Background: an optimization exercise with open tools, aiming at small area. Do not read the settings as production practice. Only simulation tests tie the RTL to the original design; equivalence was not proved. No run shown here takes its clock network from TritonCTS; it comes from the design's own scripts or RTL. The flow treats the clock pin as an ideal source. Dropping or thinning the clock tree relies on that and would not hold on a real chip. Power and IR drop assume default switching activity.

### flow/design.v
module InputProcessor (
    input clk,
    input confirm_key1,
    input confirm_key2,
    input reset_key,
    input next_p2,
    output confirm,
    output reg confirm_prev,
    output reg reset
);
    assign confirm = next_p2 ? !confirm_key2 : !confirm_key1;
    always @(posedge clk) begin
        confirm_prev <= confirm;
        reset <= !reset_key;
    end
endmodule
module gameLogic(
    input clk,
    input clear,
    input [2:0] column,
    input turn,
    input place,
    output line
);
    reg [48:0] b;               
    reg [41:0] occ;             
    reg [41:0] m;               
    reg [48:0] d;
    reg found;
    integer c, r;
    always @* begin
        for (c = 0; c < 7; c = c + 1) begin
            occ[c*6+5] = b[c*7+6];
            for (r = 4; r >= 0; r = r - 1)
                occ[c*6+r] = occ[c*6+r+1] | b[c*7+r+1];
            for (r = 0; r < 6; r = r + 1)
                m[c*6+r] = b[c*7+r] & occ[c*6+r];
            d[c*7] = clear | (b[c*7] ^ (turn & occ[c*6]));
            for (r = 1; r < 6; r = r + 1)
                d[c*7+r] = !clear & ((b[c*7+r] ^ (turn & occ[c*6+r])) |
                                     (place & (column == c) & b[c*7+r-1] & !occ[c*6+r]));
            d[c*7+6] = !clear & (b[c*7+6] | (place & (column == c) & b[c*7+5]));
        end
        found = 1'b0;
        for (r = 0; r < 6; r = r + 1)
            for (c = 0; c < 4; c = c + 1)
                if (m[c*6+r] & m[(c+1)*6+r] & m[(c+2)*6+r] & m[(c+3)*6+r]) found = 1'b1;
        for (c = 0; c < 7; c = c + 1)
            for (r = 0; r < 3; r = r + 1)
                if (m[c*6+r] & m[c*6+r+1] & m[c*6+r+2] & m[c*6+r+3]) found = 1'b1;
        for (r = 0; r < 3; r = r + 1)
            for (c = 0; c < 4; c = c + 1) begin
                if (m[c*6+r] & m[(c+1)*6+r+1] & m[(c+2)*6+r+2] & m[(c+3)*6+r+3]) found = 1'b1;
                if (m[c*6+r+3] & m[(c+1)*6+r+2] & m[(c+2)*6+r+1] & m[(c+3)*6+r]) found = 1'b1;
            end
    end
    assign line = found;
    always @(posedge clk) begin
        b <= d;
    end
endmodule
module control(
    input clk,
    input clear,
    input board_clear,
    input [2:0] column,
    input confirm_move,
    input confirm_prev,
    output next_p2,
    output [1:0] player_led,
    output [1:0] winner_led
);
    reg chk, won, p2;
    wire line;
    wire next_chk = !clear && !chk && !won && confirm_prev;
    wire next_won = !clear && line;
    assign next_p2 = !clear && (p2 ^ (chk && !won));
    gameLogic game_logic(
        .clk(clk),
        .clear(board_clear),
        .column(column),
        .turn(next_chk && !next_won),
        .place(confirm_move && !confirm_prev),
        .line(line)
    );
    always @(posedge clk) begin
        chk <= next_chk;
        won <= next_won;
        p2 <= next_p2;
    end
    assign player_led = {p2, !p2};
    assign winner_led = {won && p2, won && !p2};
endmodule
module TopLevelModule(
    input clk,
    input [2:0] switches,
    input confirm_key1,
    input confirm_key2,
    input reset_key,
    output [1:0] player_led,
    output [1:0] winner_led
);
    wire confirm_move;
    wire confirm_prev;
    wire reset_game;
    wire next_p2;
    InputProcessor input_proc(
        .clk(clk),
        .confirm_key1(confirm_key1),
        .confirm_key2(confirm_key2),
        .reset_key(reset_key),
        .next_p2(next_p2),
        .confirm(confirm_move),
        .confirm_prev(confirm_prev),
        .reset(reset_game)
    );
    control control_unit(
        .clk(clk),
        .clear(reset_game | !reset_key),
        .board_clear(!reset_key),
        .column(switches),
        .confirm_move(confirm_move),
        .confirm_prev(confirm_prev),
        .next_p2(next_p2),
        .player_led(player_led),
        .winner_led(winner_led)
    );
endmodule
### flow/flow/run.sh
#!/bin/bash
# Own layout flow: the standard flow (standard.sh) with three changes that
# only affect area: synthesis maps with an area-oriented ABC script
# (flow/area.abc) instead of ORFS's abc_area.script, the port buffers are the
# smallest buffer, and after clock tree synthesis flow/clock.tcl replaces the
# tree with one level of four clock buffers fed by the clock port.
# Everything else, including the standard flow's synthesis script, is unchanged.
set -euo pipefail
W=$(pwd)
F=$W/flow
CTS=${CTS_OVERRIDE:-"-sink_clustering_enable -repair_clock_nets -dont_use_dummy_load"}
# The standard flow's synthesis script, with yosys's abc command wrapped so it runs area.abc
{
  echo 'proc abc {args} {'
  echo '  set i [lsearch -exact $args -script]'
  echo "  if {\$i >= 0} { lset args [expr {\$i + 1}] {$F/area.abc} }"
  echo '  yosys abc {*}$args'
  echo '}'
  cat "$W/synth_recipe.tcl"
} > "$W/area_synth.tcl"
bash "$W/standard.sh" SYNTH_SCRIPT="$W/area_synth.tcl" \
  BUFFER_PORTS_ARGS="-buffer_cell sky130_fd_sc_hd__buf_1" \
  CTS_ARGS="$CTS" \
  POST_CTS_TCL="$F/clock.tcl" \
  finish > "$W/standard_flow.log" 2>&1
### flow/flow/area.abc
strash
&get -n
&deepsyn -T 60
&dch -f
&nf -a -R 1000
&put
### flow/flow/clock.tcl
set nbuf [expr {[info exists ::env(FLAT_CLOCK_BUFFERS)] ? $::env(FLAT_CLOCK_BUFFERS) : 4}]
set bufcell [expr {[info exists ::env(FLAT_CLOCK_CELL)] ? $::env(FLAT_CLOCK_CELL) : "sky130_fd_sc_hd__clkbuf_8"}]
set block [ord::get_db_block]
set db [ord::get_db]
set clk [$block findNet clk]

# the flip-flops' clock pins, and the buffers CTS put between them and the port
set sinks {}
set old_insts {}
set old_nets {}
foreach inst [$block getInsts] {
  set it [$inst findITerm CLK]
  if {$it eq "NULL" || $it eq ""} { continue }
  set n [$it getNet]
  if {$n eq "NULL" || $n eq ""} { continue }
  lappend sinks $it
}
# walk from each sink's net back to the port through buffers
proc walk_back {net} {
  upvar old_insts old_insts old_nets old_nets clk clk
  while {[$net getName] ne [$clk getName]} {
    if {[lsearch -exact $old_nets $net] < 0} { lappend old_nets $net }
    set drv ""
    foreach it [$net getITerms] {
      if {[$it isOutputSignal]} { set drv [$it getInst] }
    }
    if {$drv eq ""} { error "clock net [$net getName] has no driver" }
    if {[lsearch -exact $old_insts $drv] < 0} { lappend old_insts $drv }
    set a [$drv findITerm A]
    set net [$a getNet]
  }
}
foreach it $sinks { walk_back [$it getNet] }
# dummy loads or other cells hanging on the old clock nets go too
foreach n $old_nets {
  foreach it [$n getITerms] {
    set i [$it getInst]
    if {[lsearch -exact $old_insts $i] < 0 && [lsearch -exact $sinks $it] < 0} {
      lappend old_insts $i
    }
  }
}
foreach it $sinks { $it disconnect }
foreach i $old_insts { puts "removing [$i getName] ([[$i getMaster] getName])"; odb::dbInst_destroy $i }
foreach n $old_nets { puts "removing net [$n getName]"; odb::dbNet_destroy $n }
# clk may still feed other pins (none expected)
foreach it [$clk getITerms] { puts "clk still drives [[$it getInst] getName]" }

# split the sinks into nbuf groups by position: sort by x (and by y within halves for 4)
proc sink_xy {it} {
  set b [[$it getInst] getBBox]
  return [list [expr {([$b xMin] + [$b xMax]) / 2}] [expr {([$b yMin] + [$b yMax]) / 2}]]
}
set pts {}
foreach it $sinks { lappend pts [concat [list $it] [sink_xy $it]] }
set pts [lsort -integer -index 1 $pts]
set n [llength $pts]
set groups {}
if {$nbuf == 4} {
  set h [expr {$n / 2}]
  foreach half [list [lrange $pts 0 [expr {$h - 1}]] [lrange $pts $h end]] {
    set half [lsort -integer -index 2 $half]
    set q [expr {[llength $half] / 2}]
    lappend groups [lrange $half 0 [expr {$q - 1}]] [lrange $half $q end]
  }
} else {
  for {set g 0} {$g < $nbuf} {incr g} {
    lappend groups [lrange $pts [expr {$g * $n / $nbuf}] [expr {($g + 1) * $n / $nbuf - 1}]]
  }
}
set master [$db findMaster $bufcell]
set g 0
foreach grp $groups {
  set inst [odb::dbInst_create $block $master "clkbuf_flat_$g"]
  set net [odb::dbNet_create $block "clk_flat_$g"]
  $net setSigType CLOCK
  [$inst findITerm A] connect $clk
  [$inst findITerm X] connect $net
  set sx 0; set sy 0
  foreach p $grp {
    [lindex $p 0] connect $net
    set sx [expr {$sx + [lindex $p 1]}]; set sy [expr {$sy + [lindex $p 2]}]
  }
  set k [llength $grp]
  $inst setLocation [expr {$sx / $k}] [expr {$sy / $k}]
  $inst setPlacementStatus PLACED
  puts "clkbuf_flat_$g drives $k flip-flops"
  incr g
}
global_connect
detailed_placement
check_placement -verbose
estimate_parasitics -placement
report_clock_skew
### flow/standard.sh
#!/bin/bash
# synth_recipe.tcl (not shown) runs the flow's synth.tcl, then flattens the netlist and writes it again
# the make line also repeats each setting of config.mk as NAME=value (left out here)
make -C /OpenROAD-flow-scripts/flow DESIGN_CONFIG=/design/flow/config.mk WORK_HOME=/design/flow/orfs CLKGATE_MAP_FILE= SYNTH_SCRIPT=/design/flow/synth_recipe.tcl "${@:-finish}"
### flow/config.mk
export PLATFORM = sky130hd
export DESIGN_NAME = TopLevelModule
export DESIGN_NICKNAME = TopLevelModule
export VERILOG_FILES = /design/flow/design.v
export SDC_FILE = /design/flow/constraint.sdc
export NUM_CORES = 4
export LEC_CHECK = 0
export ABC_AREA = 1
export ABC_CLOCK_PERIOD_IN_PS = 10000
export CAP_MARGIN = 0
export CORE_MARGIN = 2
export CORE_UTILIZATION = 60
export SLEW_MARGIN = 0
### flow/constraint.sdc
create_clock -name core_clock -period 10.0 [get_ports {clk}]
set_input_delay 2.0000 -clock core_clock [delete_from_list [all_inputs] [get_ports {clk}]]
set_output_delay 2.0000 -clock core_clock [all_outputs]
set_load 0.01 [all_outputs]
==> results of run 1 <==
## registers in the layout, indices dropped and copies added, names as in the netlist
name / cells
control_unit.game_logic.b: 49
control_unit.chk: 1
input_proc.reset: 1
control_unit.p2: 1
input_proc.confirm_prev: 1
control_unit.won: 1
## power by group
part           total [mW]  switching (mW)  internal, mW
registers           0.218         0.00160         0.216
logic              0.0157          0.0115       0.00415
clock network      0.0905          0.0537        0.0368
total               0.324          0.0669         0.257
## cell usage after synthesis, drive strengths merged (2+ instances only)
library cell / n / area, µm²
nand2: 49 / 183.9
or3: 12 / 75.07
o22ai: 3 / 18.77
clkinv: 9 / 33.78
nand4: 9 / 56.30
nand3: 6 / 30.03
a211oi: 19 / 142.6
nand3b: 5 / 37.54
dfxtp: 54 / 1081
a31oi: 4 / 25.02
xor2: 5 / 43.79
nor2: 42 / 157.7
nor4: 6 / 37.54
a221oi: 4 / 35.03
o41ai: 2 / 17.52
nor3: 16 / 80.08
a311oi: 12 / 105.1
and2: 3 / 18.77
nor3b: 4 / 30.03
a32oi: 13 / 113.9
a2111oi: 2 / 17.52
o21ai: 41 / 205.2
nand2b: 7 / 43.79
o2111ai: 2 / 17.52
a21oi: 45 / 225.2
nor2b: 2 / 12.51
## cell families (layout without fill, tap and decap cells)
group	count (synthesis)	count (layout)
DFF	54	54
and+or+nand+nor	166	166
muxes	1	1
xor gates and xnor gates	6	6
buffers and inverters	10	26
AOI/OAI and AO/OA	154	154
## layout make-up
type	instances	area, µm²	area share [%]
tap	67	83.83	2.647
inverter	9	33.78	1.067
buffer	4	55.05	1.738
multi-input combinational	327	1853	58.51
sequential	54	1081	34.14
timing repair buffer	13	60.06	1.896
## routing by layer
layer	vias up	GRT usage (%)
li1	1559	-
met1	1481	42.89
met2	151	46.02
met3	15	7.046
met4	0	7.738
met5	-	0
## worst paths after layout
path | start | endpoint | slack, ns | cells past startpoint
setup / recovery | reset_key | control_unit.game_logic.b[8] | 5.54 | 8
hold / removal | control_unit.chk | control_unit.chk | 0.45 | 1
setup reg to reg | control_unit.game_logic.b[34] | control_unit.game_logic.b[36] | 5.56 | 13
hold reg to reg | control_unit.chk | control_unit.chk | 0.45 | 1
## metrics by stage
step	setup WS [ns]	power (mW)	instances	utilization, %	hold slack [ns]
after floorplan	6.161	0.2320	391	-	0.4105
after global placement	5.444	0.2384	470	65.45	0.4418
final	5.544	0.3243	474	66.61	0.4500
after detailed placement	5.413	0.2385	470	65.45	0.4387
after global routing	5.345	0.3337	474	66.61	0.4731
==> impl_metrics.py, run 1 <==
metrics = {
    "timing": {
        "finalCriticalPeriod_ns": 4.456,
        "tightest_slew_ns": 0.9219,
        "fmax_mhz": 224.4,
        "tns_ns": 0,
        "max_slew_margin_pct": 38.39,
        "setup_viol": 0,
        "finalHoldViolations": 0,
        "grt_setup_unrepaired": "no",
        "clock-skew-final_ns": 0.005841,
        "slew_viol_final": 0,
        "finalCritPeriodShare_pct": 44.56,
    },
    "placed_design": {
        "port_buffers": 10,
        "place_area_mm2": 0.003112,
        "place_hpwl_mm": 5.725,
        "place.gp.congestion": 0.9849,
    },
    "cells_and_area": {
        "num-fill-cells": 441,
        "mostFrequentLayoutCells": "54 x dfxtp_1, 49 x nand2_1, 45 x a21oi_1",
        "final_nets": 416,
        "fin_area_mm2": 0.003167,
        "final_common_cell": "dfxtp_1",
        "area_growth_pct": 6.434,
        "drive_gt1_share_pct": 1.720,
        "diodes": 0,
    },
    "floorplan": {
        "die-area_mm2": 0.005538,
        "die_y_um": 74.42,
        "rows": 25,
        "core_area_mm2": 0.004755,
        "io-pin-count": 11,
        "start_util_pct": 62.58,
        "die_w_um": 74.42,
    },
    "route": {
        "routed-wl-met3_um": 620,
        "met1_length_mm": 3.670,
        "highest_layer": "met4",
        "drt_first_pass_iters": 5,
        "wl_per_cell_um": 16.97,
        "vias_per_cell": 6.764,
        "totalWireLength_mm": 8.044,
        "ant_nets": 0,
        "drt_iter0_markers": 285,
        "num_vias": 3206,
        "drc_errors": 0,
        "routed-wl-met2_mm": 3.624,
    },
    "synthesis": {
        "yosys_most_used_dff": "dfxtp_1",
        "synthMuxAreaShare_pct": 0.3364,
        "yosys.area_share.xor_xnor_pct": 1.766,
        "synth_cell_types": 41,
        "ys_ff_latch": 54,
        "synthCells": 391,
        "syn_nets": 398,
        "synth_top_family_by_area": "compound AO/OA/AOI/OAI gates",
        "synth-adder-area-share_pct": 0,
        "syn_area_per_cell_um2": 7.610,
        "postSynth.asyncResetShare_pct": 0,
        "ys_warn_count": 3,
        "ys_seq_area_share_pct": 36.33,
        "synth-compound-area-share_pct": 33.18,
        "synth_edf_count": 0,
        "syn_area_mm2": 0.002975,
        "synth_simple_gate_area_share_pct": 27.00,
    },
    "grt": {
        "grt_pass1_wl_mm": 12.97,
        "antenna_found_initial": 0,
        "grt_overflow": 0,
        "grt_pass1_vias": 2732,
        "grt_max_degree": 43,
        "grt_usage_pct": 30.09,
    },
    "power_and_ir_drop": {
        "p_leak_nw": 0.8573,
        "peakVddDrop_mv": 0.08203,
        "p_per_area_mw_per_mm2": 102.4,
    },
    "setup_path": {
        "worst_setup_path_end_kind": "flop",
        "cp.buffers_inverters": 1,
        "cp_data_arrival_time_ns": 4.52,
        "worstSetupStartpointType": "input port",
        "slowest_stage": "nor3b_1",
        "cp_slowest_stage_delay_ns": 0.72,
        "worstSetupPathType": "in2reg",
        "crit_chain": "buf_1 > nand2b_1 > nor2_1 > mux2i_1 > or3b_1 > nor3b_1 > a311oi_1 > a211oi_1",
        "cp.required_ns": 10.07,
        "crit_family": "simple AND/OR/NAND/NOR gates",
        "crit_fanout": 6,
    },
    "hold_path": {
        "hold_class": "reg2reg",
    },
    "clock_network": {
        "clock-sinks": 54,
        "insertion_delay_ns": 0.15,
        "clk_pin_slew_worst_paths_ns": 0.09,
    },
    "run": {
        "cap_viol_max_count": 0,
    },
    "run_status": {
        "status": "no timing/DRC/antenna violations",
    },
}
==> inputs of run 2 (changes only) <==
==> flow/flow/run.sh (replaced) <==
#!/bin/bash
# Own layout flow: the standard flow (standard.sh) with changes that only
# affect area:
# - synthesis is the standard flow's script, but yosys's abc command is wrapped
#   (flow/abc_pick.tcl) to map with several area-oriented ABC scripts
#   (flow/*.abc) and keep the smallest result, instead of ORFS's
#   abc_area.script;
# - the port buffers are the smallest buffer;
# - after clock tree synthesis, flow/clock.tcl replaces the tree with one level
#   of four clock buffers fed by the clock port.
# Each tool's output is in standard_flow.log and orfs/logs/.
set -euo pipefail
W=$(pwd)
F=$W/flow
mkdir -p "$W/abc_pick"
{
  echo "set ::ABC_PICK_DIR {$W/abc_pick}"
  echo "set ::ABC_PICK_SCRIPTS [list $(ls "$F"/*.abc | sed 's/.*/{&}/' | tr '\n' ' ')]"
  echo "source {$F/abc_pick.tcl}"
  cat "$W/synth_recipe.tcl"
} > "$W/area_synth.tcl"
bash "$W/standard.sh" SYNTH_SCRIPT="$W/area_synth.tcl" \
  BUFFER_PORTS_ARGS="-buffer_cell sky130_fd_sc_hd__buf_1" \
  CTS_ARGS="-sink_clustering_enable -repair_clock_nets -dont_use_dummy_load" \
  POST_CTS_TCL="$F/clock.tcl" \
  finish > "$W/standard_flow.log" 2>&1
==> flow/flow/abc_pick.tcl (new file) <==
# Sourced by the synthesis script before the standard flow's: wraps yosys's abc command so
# that, instead of ORFS's abc_area.script, it maps with each script in
# ABC_PICK_SCRIPTS and keeps the result with the smallest cell area.
proc abc {args} {
  set i [lsearch -exact $args -script]
  set l [lsearch -exact $args -liberty]
  if {$i < 0 || $l < 0} { yosys abc {*}$args; return }
  set lib [lindex $args [expr {$l + 1}]]
  set best_area ""
  set best ""
  yosys design -save abc_pick_in
  foreach script $::ABC_PICK_SCRIPTS {
    yosys design -load abc_pick_in
    lset args [expr {$i + 1}] $script
    yosys abc {*}$args
    set stat_file "$::ABC_PICK_DIR/[file tail $script].stat"
    yosys tee -q -o $stat_file stat -liberty $lib
    set f [open $stat_file]
    set txt [read $f]
    close $f
    regexp {Chip area for module [^:]*: ([0-9.]+)} $txt -> area
    puts "abc_pick: [file tail $script] gives $area"
    if {$best_area eq "" || $area < $best_area} {
      set best_area $area
      set best $script
      yosys design -save abc_pick_best
    }
  }
  puts "abc_pick: keeping [file tail $best] ($best_area)"
  yosys design -load abc_pick_best
}
==> flow/flow/dc2.abc (new file) <==
strash
dc2
&get -n
&dch -f
&nf -a -R 1000
&put
==> flow/flow/ds1.abc (new file) <==
strash
&get -n
&deepsyn -T 60 -S 1
&dch -f
&nf -a -R 1000
&put
==> flow/flow/ds2.abc (new file) <==
strash
&get -n
&deepsyn -T 60 -S 2
&dch -f
&nf -a -R 1000
&put
==> flow/flow/ds3.abc (new file) <==
strash
&get -n
&deepsyn -T 60 -S 3
&dch -f
&nf -a -R 1000
&put
==> flow/flow/ds4.abc (new file) <==
strash
&get -n
&deepsyn -T 60 -S 4
&dch -f
&nf -a -R 1000
&put
--- a/flow/config.mk
+++ b/flow/config.mk
@@ -12,2 +12,3 @@
 export CORE_UTILIZATION = 60
+export GPL_TIMING_DRIVEN = 0
 export SLEW_MARGIN = 0
removed: flow/flow/area.abc
==> run 2 against run 1 <==
Compared with the run above:
- still clean
- synthesized cell count shrank 2.3%
- flip-flop and latch count is the same
- fmax shrank 26%
- register-to-register slack lost 0.23 ns
- global-route usage shrank 1.2 points
- final area shrank 1.6%
- cell count shrank 2.3%
- via count shrank 5.1%
- critical endpoint is now control_unit.game_logic.b[5]
==> impl_metrics.py, run 2 <==
metrics = {
    "run_status": {
        "status": "no timing/DRC/antenna violations",
    },
    "synthesis": {
        "ys_ff_latch": 54,
        "synth_top_area_cell": "dfxtp_1",
        "yosys_most_used_dff": "dfxtp_1",
        "yosysTopAreaCellShare_pct": 36.80,
        "synth_common_cells": "56 x a21oi_1, 54 x dfxtp_1, 45 x o21ai_0, 42 x nand2_1, 31 x nor2_1",
        "ys_warn_count": 3,
        "synth_cell_types": 42,
        "syn_area_mm2": 0.002938,
        "syn_area_per_cell_um2": 7.691,
        "synth.most_common_cell": "a21oi_1",
        "synth_edf_count": 0,
        "synth.area.top_cells": "dfxtp_1 37%, a21oi_1 9.5%, o21ai_0 7.7%, nand2_1 5.4%, a211oi_1 4.3%",
        "postSynth.asyncResetShare_pct": 0,
        "synthCells": 382,
        "syn_nets": 389,
        "ys_seq_area_share_pct": 36.80,
    },
    "clock_network": {
        "insertion_delay_ns": 0.15,
        "clk_pin_slew_worst_paths_ns": 0.09,
        "clock-sinks": 54,
    },
    "setup_path": {
        "cp_common_cell": "nor3b_1",
        "slowest_stage": "clkinv_1",
        "crit_family": "simple AND/OR/NAND/NOR gates",
        "cp.buffers_inverters": 2,
        "cp_slowest_stage_delay_ns": 1.08,
        "worstSetupStartpointType": "input port",
        "crit_fanout": 41,
        "worst_setup_path_end_kind": "flop",
        "worstSetupPathType": "in2reg",
        "crit_chain": "buf_1 > clkinv_1 > nor3_1 > mux2i_1 > nor3b_1 > nor3b_1 > a31oi_1 > a221oi_1",
        "cp.required_ns": 10.03,
        "cp_data_arrival_time_ns": 6.01,
    },
    "cells_and_area": {
        "diodes": 0,
        "final_common_cell": "a21oi_1",
        "drive_gt1_share_pct": 1.515,
        "area_growth_pct": 6.090,
        "mostFrequentLayoutCells": "56 x a21oi_1, 54 x dfxtp_1, 45 x o21ai_0",
        "largest-register": "control_unit.game_logic.b",
        "final_cells": 463,
        "final_nets": 405,
        "largest_register_ffs": 49,
        "fin_area_mm2": 0.003117,
    },
    "placed_design": {
        "place_area_mm2": 0.003062,
        "dp.cells": 459,
        "place.gp.congestion": 1.061,
        "place_hpwl_mm": 5.493,
        "port_buffers": 10,
    },
    "timing": {
        "grt_setup_unrepaired": "no",
        "finalCriticalPeriod_ns": 5.987,
        "max_slew_margin_pct": 25.63,
        "slew_viol_final": 0,
        "finalHoldViolations": 0,
        "clock-skew-final_ns": 0.006515,
        "finalCritPeriodShare_pct": 59.87,
        "fmax_mhz": 167.0,
        "tns_ns": 0,
        "setup_viol": 0,
        "tightest_slew_ns": 1.109,
    },
    "power_and_ir_drop": {
        "total_power_mw": 0.3248,
        "p_per_area_mw_per_mm2": 104.2,
        "power_frac_clock_pct": 28.1,
        "p_seq_share_pct": 67.2,
        "p_leak_nw": 0.9046,
        "p_switching_mw": 0.06755,
        "p_int_mw": 0.2573,
        "switching_share_pct": 20.80,
        "power_frac_comb_pct": 4.7,
        "peakVddDrop_mv": 0.07515,
    },
    "floorplan": {
        "start_util_pct": 62.20,
        "rows": 25,
        "die_w_um": 73.98,
        "core_area_mm2": 0.004723,
        "io-pin-count": 11,
        "die-area_mm2": 0.005472,
        "die_y_um": 73.98,
    },
    "route": {
        "drt_iter0_markers": 223,
        "totalWireLength_mm": 7.657,
        "drc_errors": 0,
        "drt_first_pass_iters": 5,
        "vias_per_cell": 6.575,
        "num_vias": 3044,
        "wl_per_cell_um": 16.54,
        "ant_nets": 0,
    },
    "grt": {
        "grt_usage_pct": 28.88,
        "grt_pass1_wl_mm": 12.40,
        "antenna_found_initial": 0,
        "grt_max_degree": 42,
        "grt_pass1_vias": 2663,
        "grt_overflow": 0,
    },
    "hold_path": {
        "hold_class": "reg2reg",
    },
    "run": {
        "cap_viol_max_count": 0,
    },
}
-- run 2: cell count changes after synthesis, sizes merged, moves of 6 or more --
cell   previous run  this run
a32oi            13         1
a21oi            45        56
nor2             42        31
nor3             16         7
nand2            49        42
nor2b             2         8
-- run 2: layer usage --
metal | GRT usage, % | vias to the layer above | share of wire (%)
met2 | 45.93 | 103 | 45
met4 | 9.495 | 0 | 2.0
met1 | 39.31 | 1415 | 47
met3 | 6.098 | 18 | 6.4
li1 | - | 1508 | -
met5 | 0 | - | 0
-- run 2: final cells by class --
type / instances / area [µm²]
Sequential cell: 54 / 1081
Tap cell: 67 / 83.83
Fill cell: 435 / 1607
Multi-Input combinational cell: 315 / 1807
Inverter: 12 / 45.04
Timing Repair Buffer: 10 / 37.54
Buffer: 5 / 62.56
-- run 2: logic make-up after synthesis --
| logic type | count (synthesis) | share of synthesized area, % |
|---|---|---|
| multiplexers | 1 | 0.3407 |
| buffers and inverters | 13 | 1.789 |
| AND/OR/NAND/NOR | 144 | 24.92 |
| flip-flops | 54 | 36.80 |
| AO/OA/AOI/OAI | 159 | 32.88 |
| XOR/XNOR | 11 | 3.279 |
-- run 2: worst paths after layout --
| kind | startpoint | end | slack, ns | cells past startpoint |
|---|---|---|---|---|
| max reg2reg | control_unit.game_logic.b[34] | control_unit.game_logic.b[42] | 5.33 | 12 |
| min reg2reg | input_proc.reset | control_unit.won | 0.45 | 1 |
| min | input_proc.reset | control_unit.won | 0.45 | 1 |
| max | reset_key | control_unit.game_logic.b[5] | 4.01 | 8 |
-- run 2: through the flow --
stage          hold WS (ns)  util (%)  setup slack, ns
2_1_floorplan        0.4114         -            5.617
3_3_place_gp         0.4337     64.77            3.911
3_5_place_dp         0.4411     64.82            3.851
5_1_grt              0.4893     65.99            3.568
6_report             0.4521     65.99            4.013
-- run 2: worst register-to-register path, cell delays in order (launching register included) --
cell and delay (ns):
dfxtp_1 0.36, or3_1 0.47, or3_1 0.42, o21ai_0 0.49
a21oi_1 0.15, nor4_1 0.39, nand3_1 0.14, nor4_1 0.37
o211ai_1 0.25, nor2_2 0.83, o21ai_0 0.34, a21oi_1 0.22
o21ai_0 0.12
-- run 2: power groups by stage --
stage / combinational (mW) / sequential [mW] / clock (mW)
after global routing: 0.0170 / 0.219 / 0.0995
after floorplan: 0.00907 / 0.223 / 0
after detailed placement: 0.0150 / 0.223 / 0
final: 0.0153 / 0.218 / 0.0913
after global placement: 0.0147 / 0.223 / 0
==> inputs of run 3 (changes only) <==
--- a/flow/flow/run.sh
+++ b/flow/flow/run.sh
@@ -8,4 +8,5 @@
 # - the port buffers are the smallest buffer;
-# - after clock tree synthesis, flow/clock.tcl replaces the tree with one level
-#   of four clock buffers fed by the clock port.
+# - after clock tree synthesis, flow/clock.tcl replaces the tree with a root
+#   inverter fed by the clock port and three leaf inverters that drive the
+#   flip-flops.
 # Each tool's output is in standard_flow.log and orfs/logs/.
--- a/flow/flow/clock.tcl
+++ b/flow/flow/clock.tcl
@@ -1,3 +1,5 @@
-set nbuf [expr {[info exists ::env(FLAT_CLOCK_BUFFERS)] ? $::env(FLAT_CLOCK_BUFFERS) : 4}]
-set bufcell [expr {[info exists ::env(FLAT_CLOCK_CELL)] ? $::env(FLAT_CLOCK_CELL) : "sky130_fd_sc_hd__clkbuf_8"}]
+set nbuf [expr {[info exists ::env(FLAT_CLOCK_BUFFERS)] ? $::env(FLAT_CLOCK_BUFFERS) : 3}]
+set bufcell [expr {[info exists ::env(FLAT_CLOCK_CELL)] ? $::env(FLAT_CLOCK_CELL) : "sky130_fd_sc_hd__inv_8"}]
+# with a root inverter, the leaf cells are inverters too, so the clock keeps its sense
+set rootcell [expr {[info exists ::env(FLAT_CLOCK_ROOT)] ? $::env(FLAT_CLOCK_ROOT) : "sky130_fd_sc_hd__inv_2"}]
 set block [ord::get_db_block]
@@ -71,3 +73,14 @@
 set master [$db findMaster $bufcell]
+set inpin A
+set outpin [expr {[string match "*inv*" $bufcell] ? "Y" : "X"}]
+set leafsrc $clk
+if {$rootcell ne ""} {
+  set root [odb::dbInst_create $block [$db findMaster $rootcell] "clkinv_flat_root"]
+  set leafsrc [odb::dbNet_create $block "clk_flat_root"]
+  $leafsrc setSigType CLOCK
+  [$root findITerm A] connect $clk
+  [$root findITerm Y] connect $leafsrc
+}
 set g 0
+set allx 0; set ally 0
 foreach grp $groups {
@@ -76,4 +89,4 @@
   $net setSigType CLOCK
-  [$inst findITerm A] connect $clk
-  [$inst findITerm X] connect $net
+  [$inst findITerm $inpin] connect $leafsrc
+  [$inst findITerm $outpin] connect $net
   set sx 0; set sy 0
@@ -85,2 +98,3 @@
   $inst setLocation [expr {$sx / $k}] [expr {$sy / $k}]
+  set allx [expr {$allx + $sx / $k}]; set ally [expr {$ally + $sy / $k}]
   $inst setPlacementStatus PLACED
@@ -88,2 +102,6 @@
   incr g
+}
+if {$rootcell ne ""} {
+  $root setLocation [expr {$allx / $nbuf}] [expr {$ally / $nbuf}]
+  $root setPlacementStatus PLACED
 }
==> flow/flow/ds5.abc (new file) <==
strash
&get -n
&deepsyn -T 60 -S 5
&dch -f
&nf -a -R 1000
&put
==> flow/flow/ds6.abc (new file) <==
strash
&get -n
&deepsyn -T 60 -S 6
&dch -f
&nf -a -R 1000
&put
==> run 3 against run 2 <==
Compared with the run above:
- final area is 0.56% lower
- via count decreased by 0.49%
- fmax increased by 1.2%
- flip-flop and latch count unchanged
- critical path depth rose by 1
- total power shrank 1.2%
- core utilization down 0.37 points
- synthesized area did not move
- critical path type unchanged
==> impl_metrics.py, run 3 <==
metrics = {
    "grt": {
        "grt_pass1_wl_mm": 12.48,
        "grt_max_degree": 42,
        "grt_overflow": 0,
        "grt_pass1_vias": 2688,
        "grt_usage_pct": 28.62,
        "antenna_found_initial": 0,
    },
    "route": {
        "drc_errors": 0,
        "wl_per_cell_um": 16.56,
        "vias_per_cell": 6.542,
        "totalWireLength_mm": 7.667,
        "drt_first_pass_iters": 6,
        "ant_nets": 0,
        "drt_iter0_markers": 274,
        "num_vias": 3029,
    },
    "setup_path": {
        "cp.required_ns": 10.13,
        "r2r_slack_ns": 5.27,
        "crit_fanout": 41,
        "slowest_stage": "clkinv_1",
        "worstSetupStartpointType": "input port",
        "cp_slowest_stage_delay_ns": 1.07,
        "cp_common_cell": "nor3b_1",
        "cp-startpoint": "reset_key",
        "cp_data_arrival_time_ns": 6.05,
        "worst_setup_path_end_kind": "flop",
        "crit_chain": "buf_1 > clkinv_1 > nor3_1 > mux2i_1 > nor3b_1 > nor3b_1 > nor2b_1 > nand2_1 > a21oi_1",
        "regToRegStartpoint": "control_unit.game_logic.b[34]",
        "worstSetupPathType": "in2reg",
    },
    "timing": {
        "clock-skew-final_ns": 0.01700,
        "finalCritPeriodShare_pct": 59.18,
        "slew_viol_final": 0,
        "grt_setup_unrepaired": "no",
        "tightest_slew_ns": 1.105,
        "setup_viol": 0,
        "fmax_mhz": 169.0,
        "tns_ns": 0,
        "finalCriticalPeriod_ns": 5.918,
        "max_slew_margin_pct": 25.85,
        "finalHoldViolations": 0,
    },
    "cells_and_area": {
        "area_growth_pct": 5.494,
        "multi_input_area_mm2": 0.001807,
        "largest-register": "control_unit.game_logic.b",
        "mostFrequentLayoutCells": "56 x a21oi_1, 54 x dfxtp_1, 45 x o21ai_0",
        "num-fill-cells": 435,
        "final_nets": 405,
        "seqCellArea_mm2": 0.001081,
        "largest_register_ffs": 49,
        "final_cells": 463,
        "drive_gt1_share_pct": 1.515,
        "final_common_cell": "a21oi_1",
        "diodes": 0,
    },
    "clock_network": {
        "clk_pin_slew_worst_paths_ns": 0.09,
        "insertion_delay_ns": 0.26,
        "clock-sinks": 54,
    },
    "hold_path": {
        "hold_class": "reg2reg",
        "hold_start": "input_proc.reset",
    },
    "synthesis": {
        "synth_top_area_cell": "dfxtp_1",
        "postSynth.asyncResetShare_pct": 0,
        "synth_top_family_by_area": "compound AO/OA/AOI/OAI gates",
        "ys_ff_latch": 54,
        "synthCells": 382,
        "synth.most_common_cell": "a21oi_1",
        "synthMuxAreaShare_pct": 0.3407,
        "synth-adder-area-share_pct": 0,
        "synth-compound-area-share_pct": 32.88,
        "syn_area_mm2": 0.002938,
        "synth_edf_count": 0,
        "syn_nets": 389,
        "synth_cell_types": 42,
        "yosys_most_used_dff": "dfxtp_1",
        "synth_simple_gate_area_share_pct": 24.91,
        "yosysTopAreaCellShare_pct": 36.80,
        "ys_warn_count": 3,
        "synth_common_cells": "56 x a21oi_1, 54 x dfxtp_1, 45 x o21ai_0, 42 x nand2_1, 31 x nor2_1",
        "yosys.area_share.xor_xnor_pct": 3.279,
        "syn_area_per_cell_um2": 7.691,
        "synth.area.top_cells": "dfxtp_1 37%, a21oi_1 9.5%, o21ai_0 7.7%, nand2_1 5.4%, a211oi_1 4.3%",
        "ys_seq_area_share_pct": 36.80,
    },
    "placed_design": {
        "dp.cells": 459,
        "port_buffers": 10,
        "place.gp.congestion": 1.061,
        "place_hpwl_mm": 5.493,
    },
    "power_and_ir_drop": {
        "p_seq_share_pct": 68.0,
        "p_leak_nw": 0.8983,
        "power_frac_clock_pct": 27.2,
        "p_per_area_mw_per_mm2": 103.6,
        "switching_share_pct": 27.79,
        "power_frac_comb_pct": 4.8,
        "p_switching_mw": 0.08921,
        "total_power_mw": 0.3210,
        "peakVddDrop_mv": 0.1166,
        "p_int_mw": 0.2318,
    },
    "floorplan": {
        "core_area_mm2": 0.004723,
        "die_w_um": 73.98,
        "start_util_pct": 62.20,
        "die_y_um": 73.98,
        "rows": 25,
        "die-area_mm2": 0.005472,
        "io-pin-count": 11,
    },
    "run": {
        "cap_viol_max_count": 0,
    },
    "run_status": {
        "status": "no timing/DRC/antenna violations",
    },
}
## run 3: path summary, 6_finish.rpt
kind / to / depth (start not counted)
max: control_unit.game_logic.b[1] / 9
min: control_unit.won / 1
min reg2reg: control_unit.won / 1
max reg2reg: control_unit.game_logic.b[42] / 12
## run 3: critical path, delay by kind of cell
kind / cells / cell delay (ns)
simple gates: 5 / 2.01
mux: 1 / 0.32
buf+inv: 2 / 1.56
compound gates: 1 / 0.16
## run 3: layer usage
| metal | global-route usage [%] | vias up | wire length [µm] |
|---|---|---|---|
| li1 | - | 1508 | - |
| met1 | 38.72 | 1371 | 3391 |
| met2 | 46.33 | 132 | 3449 |
| met3 | 6.369 | 18 | 680 |
| met4 | 7.879 | 0 | 145 |
| met5 | 0 | - | 0 |
## run 3: cell families (layout without fill, tap and decap cells)
family,Yosys count,after routing
mux,1,1
simple gates,144,144
buf+inv,13,27
flops,54,54
compound gates,159,159
xor+xnor,11,11
## run 3: power by group through the flow
stage | Combinational [mW] | Sequential (mW) | Clock [mW]
after floorplan | 0.00907 | 0.223 | 0
after global placement | 0.0147 | 0.223 | 0
after detailed placement | 0.0150 | 0.223 | 0
after global routing | 0.0170 | 0.219 | 0.0982
final | 0.0153 | 0.218 | 0.0874
## run 3: area by class of cell
type,count,share of cell area [%]
Multi-Input combinational cell,315,58.30
Sequential cell,54,34.88
Tap cell,67,2.705
Inverter,16,2.665
Timing Repair Buffer,10,1.211
Buffer,1,0.2422
## run 3: through the flow
step           worst slack (ns)  utilization, %  area, µm²  hold WS [ns]
6_report                  4.082           65.62       3099        0.4522
3_5_place_dp              3.851           64.82       3062        0.4411
3_3_place_gp              3.911           64.77       3059        0.4337
2_1_floorplan             5.617               -       2938        0.4114
5_1_grt                   3.689           65.62       3099        0.4907
==> inputs of run 4 (changes only) <==
--- a/flow/flow/run.sh
+++ b/flow/flow/run.sh
@@ -7,3 +7,4 @@
 #   abc_area.script;
-# - the port buffers are the smallest buffer;
+# - no buffer is put between a register and an output port in synthesis, and
+#   the port buffers placement adds are the smallest buffer;
 # - after clock tree synthesis, flow/clock.tcl replaces the tree with a root
@@ -23,2 +24,3 @@
 bash "$W/standard.sh" SYNTH_SCRIPT="$W/area_synth.tcl" \
+  SYNTH_INSBUF=0 \
   BUFFER_PORTS_ARGS="-buffer_cell sky130_fd_sc_hd__buf_1" \
==> flow/flow/ds11.abc (new file) <==
strash
&get -n
&deepsyn -T 60 -S 11
&dch -f
&nf -a -R 1000
&put
==> flow/flow/ds14.abc (new file) <==
strash
&get -n
&deepsyn -T 60 -S 14
&dch -f
&nf -a -R 1000
&put
==> flow/flow/ds7.abc (new file) <==
strash
&get -n
&deepsyn -T 60 -S 7
&dch -f
&nf -a -R 1000
&put
removed: flow/flow/ds1.abc
removed: flow/flow/ds4.abc
removed: flow/flow/ds5.abc
removed: flow/flow/ds6.abc
==> run 4 against run 3 <==
Compared with the run above:
- wire length up 5.9%
- sequential power about the same
- core utilization down 0.74 points
- largest power group unchanged
- register-to-register slack worse by 1.3 ns
- clock power up 0.8%
- combinational power up about 20%
- worst setup slack worse by 0.32 ns
- hold slack better by 0.0036 ns
- still clean
==> impl_metrics.py, run 4 <==
metrics = {
    "run_status": {
        "status": "no timing/DRC/antenna violations",
    },
    "synthesis": {
        "ys_warn_count": 3,
        "synth.area.top_cells": "dfxtp_1 37%, o21ai_0 12%, a21oi_1 10%, nand2_1 5.0%, nor2_1 4.0%",
        "synth_edf_count": 0,
        "syn_nets": 398,
        "postSynth.asyncResetShare_pct": 0,
        "ys_seq_area_share_pct": 37.26,
        "synth.most_common_cell": "o21ai_0",
        "synthCells": 391,
        "ys_ff_latch": 54,
        "synth_top_area_cell": "dfxtp_1",
        "synth_cell_types": 38,
        "syn_area_mm2": 0.002902,
        "yosysTopAreaCellShare_pct": 37.26,
        "yosys_most_used_dff": "dfxtp_1",
        "syn_area_per_cell_um2": 7.421,
        "synth_common_cells": "69 x o21ai_0, 60 x a21oi_1, 54 x dfxtp_1, 39 x nand2_1, 31 x nor2_1",
    },
    "timing": {
        "tightest_slew_ns": 1.338,
        "setup_viol": 0,
        "finalCritPeriodShare_pct": 62.37,
        "slew_viol_final": 0,
        "tns_ns": 0,
        "max_slew_margin_pct": 10.78,
        "setup_slack_ns": 3.763,
        "clock-skew-final_ns": 0.01431,
        "finalHoldViolations": 0,
        "grt_setup_unrepaired": "no",
        "fmax_mhz": 160.3,
        "finalCriticalPeriod_ns": 6.237,
    },
    "power_and_ir_drop": {
        "p_seq_share_pct": 67.3,
        "p_leak_nw": 0.9397,
        "p_int_mw": 0.2336,
        "p_per_area_mw_per_mm2": 106.9,
        "total_power_mw": 0.3253,
        "p_switching_mw": 0.09169,
        "power_frac_comb_pct": 5.6,
        "power_frac_clock_pct": 27.1,
        "peakVddDrop_mv": 0.1145,
        "switching_share_pct": 28.18,
    },
    "route": {
        "drt_first_pass_iters": 5,
        "num_vias": 3167,
        "totalWireLength_mm": 8.118,
        "ant_nets": 0,
        "drt_iter0_markers": 285,
        "wl_per_cell_um": 17.69,
        "vias_per_cell": 6.900,
        "drc_errors": 0,
    },
    "setup_path": {
        "cp.required_ns": 10.21,
        "reg2reg_to": "control_unit.game_logic.b[18]",
        "r2r_slack_ns": 3.97,
        "cp_slowest_stage_delay_ns": 1.08,
        "regToRegStartpoint": "control_unit.game_logic.b[6]",
        "worst_setup_path_end_kind": "flop",
        "slowest_stage": "and2_0",
        "r2r_cells": 12,
        "crit_chain": "buf_1 > nand2b_1 > nor4b_1 > and2_0 > clkinv_1 > or2_0 > o21ai_0 > o21a_1",
        "crit_fanout": 30,
        "worstSetupStartpointType": "input port",
        "worstSetupPathType": "in2reg",
        "cp_data_arrival_time_ns": 6.45,
    },
    "hold_path": {
        "hold_start": "control_unit.chk",
        "whs_path_depth": 1,
        "hold_class": "reg2reg",
        "holdPathEnd": "control_unit.chk",
    },
    "clock_network": {
        "insertion_delay_ns": 0.26,
        "clk_pin_slew_worst_paths_ns": 0.11,
        "clock-sinks": 54,
    },
    "cells_and_area": {
        "largest_register_ffs": 49,
        "mostFrequentLayoutCells": "69 x o21ai_0, 60 x a21oi_1, 54 x dfxtp_1",
        "num-fill-cells": 446,
        "fin_util_pct": 64.88,
        "seqCellArea_mm2": 0.001081,
        "area_growth_pct": 4.916,
        "drive_gt1_share_pct": 0.9877,
        "final_common_cell": "o21ai_0",
        "largest-register": "control_unit.game_logic.b",
        "multi_input_area_mm2": 0.001760,
        "final_nets": 414,
        "diodes": 0,
    },
    "placed_design": {
        "pre_cts_ws_ns": 3.619,
        "place.gp.congestion": 0.9720,
        "place_hpwl_mm": 5.748,
        "port_buffers": 10,
    },
    "floorplan": {
        "die_w_um": 73.54,
        "start_util_pct": 61.84,
        "die_y_um": 73.54,
        "rows": 25,
        "core_area_mm2": 0.004692,
        "io-pin-count": 11,
        "die-area_mm2": 0.005408,
    },
    "grt": {
        "antenna_found_initial": 0,
        "grt_usage_pct": 30.37,
        "grt_pass1_wl_mm": 13.02,
        "grt_pass1_vias": 2688,
        "grt_overflow": 0,
        "grt_max_degree": 31,
    },
    "run": {
        "cap_viol_max_count": 0,
    },
}
## run 4: power by group through the flow
stage | logic [mW] | clock network [mW] | registers (mW)
finish | 0.0184 | 0.0881 | 0.219
global route | 0.0202 | 0.0963 | 0.219
floorplan | 0.0106 | 0 | 0.223
global placement | 0.0174 | 0 | 0.224
detailed placement | 0.0177 | 0 | 0.224
## run 4: worst max-delay path, delay by kind of cell
| family | cells | cell delay (ns) |
|---|---|---|
| AND/OR/NAND/NOR | 4 | 2.25 |
| AO/OA/AOI/OAI | 2 | 0.25 |
| buffers and inverters | 2 | 1.94 |
## run 4: cell type report
type | count | area share [%]
multi-input cells | 321 | 57.83
flip-flops and latches | 54 | 35.51
inverters | 20 | 3.206
well taps | 54 | 2.219
repair buffers | 10 | 1.233
## run 4: per-stage QoR
| stage | std cells | instance area (µm²) | hold WS (ns) |
|---|---|---|---|
| 6_report | 459 | 3044 | 0.4558 |
| 2_1_floorplan | 391 | 2902 | 0.3992 |
| 3_5_place_dp | 455 | 3007 | 0.4517 |
| 3_3_place_gp | 455 | 3007 | 0.4096 |
| 5_1_grt | 459 | 3044 | 0.4979 |
## run 4: worst max-delay path by stage
stage | start | cells past startpoint | end
6_report | reset_key | 8 | control_unit.game_logic.b[18]
5_1_grt | reset_key | 8 | control_unit.game_logic.b[18]
3_5_place_dp | reset_key | 7 | control_unit.game_logic.b[18]
3_3_place_gp | reset_key | 7 | control_unit.game_logic.b[18]
2_1_floorplan | reset_key | 6 | control_unit.game_logic.b[18]
## run 4: cell families after synthesis
kind of cell / count (synthesis) / synth area share [%]
AND/OR/NAND/NOR: 127 / 21.17
buffers and inverters: 16 / 2.070
AO/OA/AOI/OAI: 189 / 37.95
flip-flops: 54 / 37.26
XOR/XNOR: 4 / 1.208
multiplexers: 1 / 0.3450
## run 4: layer usage
metal,part of all wire (%),up-vias,global-route usage (%)
met2,43,169,46.63
met4,3.0,0,9.899
met3,9.1,30,5.350
met5,0,-,0
li1,-,1522,-
met1,45,1446,43.17

## re-timing with driven ports
In the flow no input, the clock included, has a driving cell. The finished layouts below were timed again as built, in two steps.
Step 1 assumes that a clkbuf_16 drives the clock port and a buf_2 every other input.
Step 2 moves the port delays by t, midway between the first and last clock arrival at a register: inputs arrive t later, outputs are due t later. That takes back most of the time a late clock gives input paths.
Three values: no drivers, after step 1, after step 2; two values: the first two.
run	shift t [ns]	setup slack, ns	hold WS [ns]	worst setup path at the end
run 1	0.204	5.544 / 5.560 / 5.378	0.450 / 0.450 / 0.450	input to register
run 2	0.206	4.013 / 4.049 / 3.843	0.452 / 0.452 / 0.452	input to register
run 3	0.278	4.082 / 4.087 / 3.809	0.452 / 0.452 / 0.452	input to register
run 4	0.285	3.763 / 3.762 / 3.477	0.456 / 0.456 / 0.456	input to register
After both steps every run listed still meets setup and hold. The setup slack of run 4, which loses most, moves by -0.001 ns with the drivers and by -0.286 ns with both steps.
